This design comes from an exercise in tuning for a short achievable clock period and few clock cycles on the open sky130 flow, not from production work.
In this exercise RTL edits were held to simulation tests only and were not proved equivalent to the original.
Power figures rest on the tool's default switching activity, not on a simulated workload.

Setup of job 101:
// sisc
module sisc (clk, rst_f, imem_addr, imem_rdata, dmem_addr, dmem_wdata, dmem_we, dmem_rdata, halted);
  input         clk, rst_f;
  output [15:0] imem_addr;
  input  [31:0] imem_rdata;
  output [15:0] dmem_addr;
  output [31:0] dmem_wdata;
  output        dmem_we;
  input  [31:0] dmem_rdata;
  output        halted;
  localparam LOD = 4'd1, STR = 4'd2, SWAP = 4'd3, BRA = 4'd4, BRR = 4'd5, BNE = 4'd6,
             ALU = 4'd8, HLT = 4'd15;
  reg  [15:0] pc;
  reg  [3:0]  stat;           
  reg         halt_q;
  reg         d_valid;
  reg  [3:0]  d_mm;
  reg  [15:0] d_imm;
  reg  [15:0] d_rsoh, d_rtoh;  
  reg         d_rda, d_rdb;   
  reg  [15:0] d_sa, d_sb;     
  reg  [3:0]  d_xa, d_xb;     
  reg         d_ha, d_hb;     
  reg  [15:0] d_pc;           
  reg         d_br;           
  reg         d_brr;          
  reg         d_pred;         
  reg         d_inv;          
  reg         d_hlt;
  reg         d_lod, d_str, d_swp, d_immf, d_sub, d_wfl;
  reg  [15:0] d_w1;           
  reg  [15:0] d_w2;           
  reg         d_sel_add, d_sel_log, d_sel_shf;
  reg  [31:0] e_a, e_b;
  reg  [31:0] e_p, e_g;       
  reg  [31:0] e_pre;          
  reg         e_cin, e_fsb;
  reg  [3:0]  e_funct;
  reg         e_fl;           
  reg         e_lod, e_str;   
  reg         e_hlt;          
  reg  [15:0] e_we1, e_we2;   
  reg         e_sel_add, e_sel_pre, e_sel_shf;
  reg         e_chk;          
  reg  [3:0]  e_mm;
  reg         e_inv;
  reg  [15:0] e_alt;
  reg  [31:0] m_res, m_b;
  reg         m_lod, m_str;
  reg  [15:0] m_we1, m_we2;
  reg  [15:0] w_we1, w_we2;
  reg  [31:0] w_d1, w_d2;
  assign dmem_addr  = m_res[15:0];
  assign dmem_wdata = m_b;
  assign dmem_we    = m_str;
  assign imem_addr  = pc;
  assign halted     = halt_q;
  wire [31:0] m_d1 = m_lod ? dmem_rdata : m_res;
  wire [31:0] sum, sh_out;
  wire [3:0]  e_stat;
  alu my_alu (.p (e_p), .g (e_g), .cin (e_cin), .a31 (e_a[31]), .b31 (e_b[31]), .fsb (e_fsb),
              .sum (sum), .stat (e_stat));
  ...
For scale: roughly 5,100 cells after synthesis, about 1,100 flip-flops, about 130 I/O pins, about 56,000 um^2 of cells after synthesis.
Settings: LEC_CHECK=0, ABC_CLOCK_PERIOD_IN_PS=2500, CAP_MARGIN=20, CORE_MARGIN=2, CORE_UTILIZATION=35, PLACE_DENSITY=0.5, SETUP_SLACK_MARGIN=4.5, SLEW_MARGIN=20; clock period 7.0 ns.
run.sh (not shown) runs the stock make flow with config.mk's settings and CLKGATE_MAP_FILE= SYNTH_SCRIPT=/design/flow/synth_recipe.tcl, a recipe that flattens the netlist after the stock synthesis.
Testbench counts of job 101, summed over its fixed seeds: cycles 34,887.
[inputs] job 102 vs job 101
-- flow/config.mk --
<<< job 101, line 11
export CORE_UTILIZATION = 35
export PLACE_DENSITY = 0.5
>>> job 102, line 11
export CORE_UTILIZATION = 30
export PLACE_DENSITY = 0.4
==> notes.md <==
Job 102 ended with every stage complete and zero timing, DRC or antenna violations. The final layout from job 101, which completed every stage, passed the timing, design-rule and antenna checks at the end of the flow. Job 102 vs job 101 — total of fill cells in the finished design climbed by more than 10%. Logic depth of the worst path, buffers included in job 102 vs job 101: up 1. When the final numbers for job 101 and job 102 were put side by side, the proportion of power drawn by combinational gates turned out to be smaller in job 102. Going from job 101 to job 102, the share of total power in the clock network was found to have gone up by 0.2 points.
## Diff of input files: job 103 against job 102
-- flow/config.mk --
<<< job 102, line 11
export CORE_UTILIZATION = 30
export PLACE_DENSITY = 0.4
export SETUP_SLACK_MARGIN = 4.5
>>> job 103, line 11
export CORE_UTILIZATION = 35
export PLACE_DENSITY = 0.5
export SETUP_SLACK_MARGIN = 4.8
Notes after the runs:
| post-route worst hold slack | job 103 vs job 102 | ≈ equal |. Multi-input combinational gate total: job 102 vs job 103 — no meaningful difference. Summary of job 103 over job 102: sequential group share of total power has increased, final HPWL from detailed placement has decreased, post-synthesis adder-cell area fraction has remained practically unchanged.

========
Another version of the RTL of sisc (not shown whole).
For scale: about 4800 cells after synthesis, about 1100 flip-flops, roughly 130 I/O pins, roughly 56000 µm² of cells after synthesis.
Design sisc, start of the top module:
module sisc (clk, rst_f, imem_addr, imem_rdata, dmem_addr, dmem_wdata, dmem_we, dmem_rdata, halted);
export LEC_CHECK = 0
export ABC_CLOCK_PERIOD_IN_PS = 2500
export CAP_MARGIN = 20
export CORE_MARGIN = 2
export CORE_UTILIZATION = 35
export PLACE_DENSITY = 0.5
export SETUP_SLACK_MARGIN = 4.5
export SLEW_MARGIN = 20
create_clock -name core_clock -period 7.0 [get_ports {clk}]
The starting point completed with no timing, DRC or antenna violations.
Testbench counts at the start, summed over its fixed seeds: cycles 35,069.
Rerun with:
Settings changed: CORE_UTILIZATION 35 to 45, PLACE_DENSITY 0.5 to 0.6.
Effect: Worst setup slack loses 0.0068 ns. Combinational power fell by 4.8%. Critical path depth rose by 8. Wire length fell by 7.5%. Die area fell by 22%. Via count fell by 0.51%. Global-route usage rose by 5.4 points. Clock-buffer cell count fell by 9.
Rerun with:
Settings changed: CORE_UTILIZATION 45 to 35, PLACE_DENSITY 0.6 to 0.5, SETUP_SLACK_MARGIN 4.5 to 4.3.
=>
- The new run completed without violations
- first-iteration DRC count drops by a few percent
- hold slack got worse by 0.0064 ns
- sequential power hardly moves
- routed wire length grows by a few percent
- cell area drops by a few percent
- die area increases by a quarter to a third
- power goes up slightly
- fmax shrinks slightly

[what the ideal ports hide]
No port has a modelled driver above. Below, the same layouts with a new extraction and two added sets of constraints. Step 1 assumes that a clkbuf_16 drives the clock port and a buf_2 every other input. Step 2, shift: input delay + t, output delay - t, t = (earliest + latest rising clock arrival at the registers) / 2. This alone moves slack from input paths to output paths. Three values: ideal, step 1, step 2; two values: the first two.
| run | t (ns) | slack for setup (ns) | worst register clock-pin slew, ns |
|---|---|---|---|
| job 101 | 0.853 | 4.107 / 4.107 / 3.431 | 0.07 / 0.07 |
| job 102 | 0.863 | 3.979 / 3.979 / 3.306 | 0.06 / 0.06 |
| job 103 | 0.827 | 4.048 / 4.048 / 3.479 | 0.07 / 0.07 |
| the first run of note 2 | 0.849 | 4.227 / 4.149 / 3.629 | 0.07 / 0.07 |
| the second run of note 2 | 0.823 | 4.220 / 4.195 / 3.748 | 0.07 / 0.07 |
| the third run of note 2 | 0.857 | 4.200 / 4.162 / 3.397 | 0.07 / 0.07 |
After both steps every run listed still meets setup and hold. The setup slack of the third run of note 2, which loses most, moves by -0.038 ns with the drivers and by -0.803 ns with both steps.
